This design comes from an exercise in tuning for small area on the open sky130 flow, not from production work. Function was checked by simulation only, so behaviour that the tests miss may differ from the original. Power and IR drop assume default switching activity.

==> flow/design.v <==
`timescale 1ns / 1ns
module flash_driver#(
    parameter                                   BLOCK_SIZE         = 64*1024,
    parameter                                   PAGE_SIZE          = 256   ,
    parameter                                   BLCOK_WIDTH        = $clog2(BLOCK_SIZE)
)
(
    input                                       clk                 ,
    input                                       rst                 ,
    output reg                                  spi_cs              ,
    output                                      spi_sdo             ,
    input                                       spi_sdi             ,
    input                                       flash_start         ,
    input                                       flash_wr_rd         , 
    input              [BLCOK_WIDTH-1: 0]       flash_length        ,
    input              [23: 0]                  flash_addr          ,
    input              [7: 0]                   flash_wr_data       ,
    output                                      flash_wr_req        ,
    output reg         [7: 0]                   flash_rd_data       ,
    output reg                                  flash_rd_vld        ,
    output                                      flash_busy
);
    localparam [2:0] IDLE   = 3'd0,
                     STAT   = 3'd1,
                     WREN   = 3'd2,
                     BERASE = 3'd3,
                     PP     = 3'd4,
                     RD     = 3'd5,
                     FIN    = 3'd6;
    reg  [2:0]  st;
    reg  [2:0]  nst;
    reg         erased;      
    reg  [2:0]  bcnt;        
    reg  [2:0]  ph;          
    reg  [23:0] a;
    reg  [15:0] len;
    wire s_idle = (st == IDLE);
    wire s_stat = (st == STAT);
    wire s_wren = (st == WREN);
    wire s_ber  = (st == BERASE);
    wire s_pp   = (st == PP);
    wire s_rd   = (st == RD);
    wire s_fin  = (st == FIN);
    wire bit7   = (bcnt == 3'd7);
    wire p0     = (ph == 3'd0);
    wire p3     = (ph == 3'd3);
    wire pdat   = ph[2];
    wire paddr  = ~ph[2] & (ph[1:0] != 2'd0);
    wire p3d    = p3 | pdat;
    reg         eqf;         
    reg         cy;          
    wire eq     = eqf;
    wire pgend  = (a[7:0] == 8'd0);
    assign flash_busy = ~s_idle;
    always @(*) begin
        nst = st;
        case (st)
            IDLE:   if (flash_start) nst = STAT;
            STAT:   if (bit7 && !p0 && !spi_sdi) nst = flash_wr_rd ? RD : WREN;
            WREN:   if (bit7) nst = erased ? PP : BERASE;
            BERASE: if (bit7 && p3) nst = STAT;
            PP:     if (bit7 && p3d && eq) nst = FIN;
                    else if (bit7 && pdat && pgend) nst = STAT;
            RD:     if (bit7 && p3d && eq) nst = FIN;
            FIN:    nst = IDLE;
            default: nst = IDLE;
        endcase
    end
    always @(posedge clk) begin
        if (rst) st <= IDLE;
        else     st <= nst;
    end
    always @(posedge clk) begin
        spi_cs <= rst | s_idle | s_fin
                | (bit7 & ((s_stat & ~p0 & ~spi_sdi) | s_wren | (s_ber & p3)
                           | ((s_pp | s_rd) & p3d & eq) | (s_pp & pdat & pgend)));
    end
    always @(posedge clk) begin
        erased <= ~s_idle & (erased | s_ber);
    end
    always @(posedge clk) begin
        if (spi_cs) begin
            bcnt <= 3'd0;
            ph   <= 3'd0;
        end else begin
            bcnt <= bcnt + 3'd1;
            if (bit7 && !ph[2]) ph <= ph + 3'd1;
        end
    end
    wire shift_hi = ~spi_cs & paddr & (s_ber | s_pp | s_rd) & (s_rd | ~p3);
    wire shift_lo = ~spi_cs & paddr & s_rd;
    wire rot      = ~spi_cs & pdat & ~bcnt[2] & (s_pp | s_rd);
    wire       first = (bcnt[1:0] == 2'd0);
    wire [4:0] sum   = {1'b0, a[3:0]} + {4'd0, first | cy};
    reg  [3:0] lnib;
    always @(*) begin
        case (bcnt[1:0])
            2'd0: lnib = len[3:0];
            2'd1: lnib = len[7:4];
            2'd2: lnib = len[11:8];
            default: lnib = len[15:12];
        endcase
    end
    wire [3:0] cmpv = pdat ? sum[3:0] : 4'd0;
    always @(posedge clk) begin
        cy <= sum[4];
        if (!bcnt[2]) eqf <= (first | eqf) & (cmpv == lnib);
    end
    always @(posedge clk) begin
        if (flash_start) begin
            a   <= flash_addr;
            len <= flash_length;
        end else begin
            if (shift_hi) a[23:8] <= {a[22:8], s_rd ? a[7] : a[23]};
            if (shift_lo) a[7:0]  <= {a[6:0], 1'b0};
            if (rot)      a[15:0] <= {sum[3:0], a[15:4]};
        end
    end
    always @(posedge clk) begin
        if (s_pp && bit7) flash_rd_data <= flash_wr_data;
        else              flash_rd_data <= {flash_rd_data[6:0], spi_sdi};
    end
    always @(posedge clk) begin
        flash_rd_vld <= s_rd & pdat & bit7;
    end
    assign flash_wr_req = s_pp & (bcnt == 3'd6) & p3d & ~eq & (p3 | ~pgend);
    reg cmd_bit;
    always @(*) begin
        case (st)
            STAT:    cmd_bit = (bcnt == 3'd5) | (bcnt == 3'd7);                     
            WREN:    cmd_bit = (bcnt == 3'd5) | (bcnt == 3'd6);                     
            BERASE:  cmd_bit = (bcnt == 3'd0) | (bcnt == 3'd1) | (bcnt == 3'd3)
                             | (bcnt == 3'd4);                                       
            PP:      cmd_bit = (bcnt == 3'd6);                                       
            RD:      cmd_bit = (bcnt == 3'd6) | (bcnt == 3'd7);                     
            default: cmd_bit = 1'b0;
        endcase
    end
    assign spi_sdo = p0    ? cmd_bit :
                     paddr ? (a[23] & (s_ber | s_pp | s_rd) & (s_rd | ~p3)) :
                             (flash_rd_data[7] & s_pp);
endmodule
clock: 10.0 ns
lec_check: 0
cap_margin: 20
core_margin: 2
core_utilization: 40
slew_margin: 20
standard.sh (not shown) runs the stock make flow with config.mk's settings and CLKGATE_MAP_FILE= SYNTH_SCRIPT=/design/flow/synth_recipe.tcl, a recipe that flattens the netlist after the stock synthesis.
==> flow/flow/run.sh <==
#!/bin/bash
# Standard synthesis and layout, with small port buffers and a small clock tree
# (clkbuf_4 buffers, no dummy loads). Each step's output goes to its own log here.
set -euo pipefail
bash standard.sh synth > synth.log 2>&1
bash standard.sh \
  "BUFFER_PORTS_ARGS=-buffer_cell sky130_fd_sc_hd__buf_1" \
  "CTS_ARGS=-repair_clock_nets -dont_use_dummy_load -sink_clustering_enable -buf_list sky130_fd_sc_hd__clkbuf_4" \
  finish > layout.log 2>&1
Rerun with:
--- a/flow/design.v
+++ b/flow/design.v
@@ -19,17 +19,17 @@
     output reg         [7: 0]                   flash_rd_data       ,
     output reg                                  flash_rd_vld        ,
     output                                      flash_busy
 );
     localparam [2:0] IDLE   = 3'd0,
                      STAT   = 3'd1,
-                     WREN   = 3'd2,
-                     BERASE = 3'd3,
-                     PP     = 3'd4,
-                     RD     = 3'd5,
-                     FIN    = 3'd6;
+                     WREN   = 3'd5,
+                     BERASE = 3'd2,
+                     PP     = 3'd6,
+                     RD     = 3'd4,
+                     FIN    = 3'd7;
     reg  [2:0]  st;
     reg  [2:0]  nst;
     reg         erased;      
     reg  [2:0]  bcnt;        
     reg  [2:0]  ph;          
     reg  [23:0] a;
@@ -84,14 +84,13 @@
             ph   <= 3'd0;
         end else begin
             bcnt <= bcnt + 3'd1;
             if (bit7 && !ph[2]) ph <= ph + 3'd1;
         end
     end
-    wire shift_hi = ~spi_cs & paddr & (s_ber | s_pp | s_rd) & (s_rd | ~p3);
-    wire shift_lo = ~spi_cs & paddr & s_rd;
+    wire shift    = ~spi_cs & paddr & ~s_stat;
     wire rot      = ~spi_cs & pdat & ~bcnt[2] & (s_pp | s_rd);
     wire       first = (bcnt[1:0] == 2'd0);
     wire [4:0] sum   = {1'b0, a[3:0]} + {4'd0, first | cy};
     reg  [3:0] lnib;
     always @(*) begin
         case (bcnt[1:0])
@@ -108,14 +107,13 @@
     end
     always @(posedge clk) begin
         if (flash_start) begin
             a   <= flash_addr;
             len <= flash_length;
         end else begin
-            if (shift_hi) a[23:8] <= {a[22:8], s_rd ? a[7] : a[23]};
-            if (shift_lo) a[7:0]  <= {a[6:0], 1'b0};
+            if (shift)    a       <= {a[22:0], a[23] & ~s_rd};
             if (rot)      a[15:0] <= {sum[3:0], a[15:4]};
         end
     end
     always @(posedge clk) begin
         if (s_pp && bit7) flash_rd_data <= flash_wr_data;
         else              flash_rd_data <= {flash_rd_data[6:0], spi_sdi};
@@ -134,9 +132,9 @@
             PP:      cmd_bit = (bcnt == 3'd6);                                       
             RD:      cmd_bit = (bcnt == 3'd6) | (bcnt == 3'd7);                     
             default: cmd_bit = 1'b0;
         endcase
     end
     assign spi_sdo = p0    ? cmd_bit :
-                     paddr ? (a[23] & (s_ber | s_pp | s_rd) & (s_rd | ~p3)) :
+                     paddr ? (a[23] & ~s_stat) :
                              (flash_rd_data[7] & s_pp);
 endmodule
Utilization drops by 0.10 points.
Clock skew drops by 0.015 ns.
Synthesized cell count drops by 3.2%.
Maximum frequency drops by 3.2%.
Sequential power climbs by about 3%.
Wire length drops by 4.0%.

## port drivers added, routing unchanged
The flow's constraints put no driver on any port. The routed layouts listed below were extracted and timed again, unchanged, in two steps.
Step 1: set_driving_cell puts a clkbuf_16 on clk and a buf_2 on each other input, an assumption about the parent block.
Step 2, shift: input delay + t, output delay - t, t = (earliest + latest rising clock arrival at the registers) / 2. This alone moves slack from input paths to output paths.
a / b / c = ideal / step 1 / step 2; a / b = the first two.
run | t, ns | slack for setup (ns) | worst slew at a driven data input, ns
the first run | 0.414 | 5.871 / 5.845 / 6.259 | 0.03
the second run | 0.420 | 5.732 / 5.704 / 6.021 | 0.03
After both steps setup and hold are still met in every run listed.
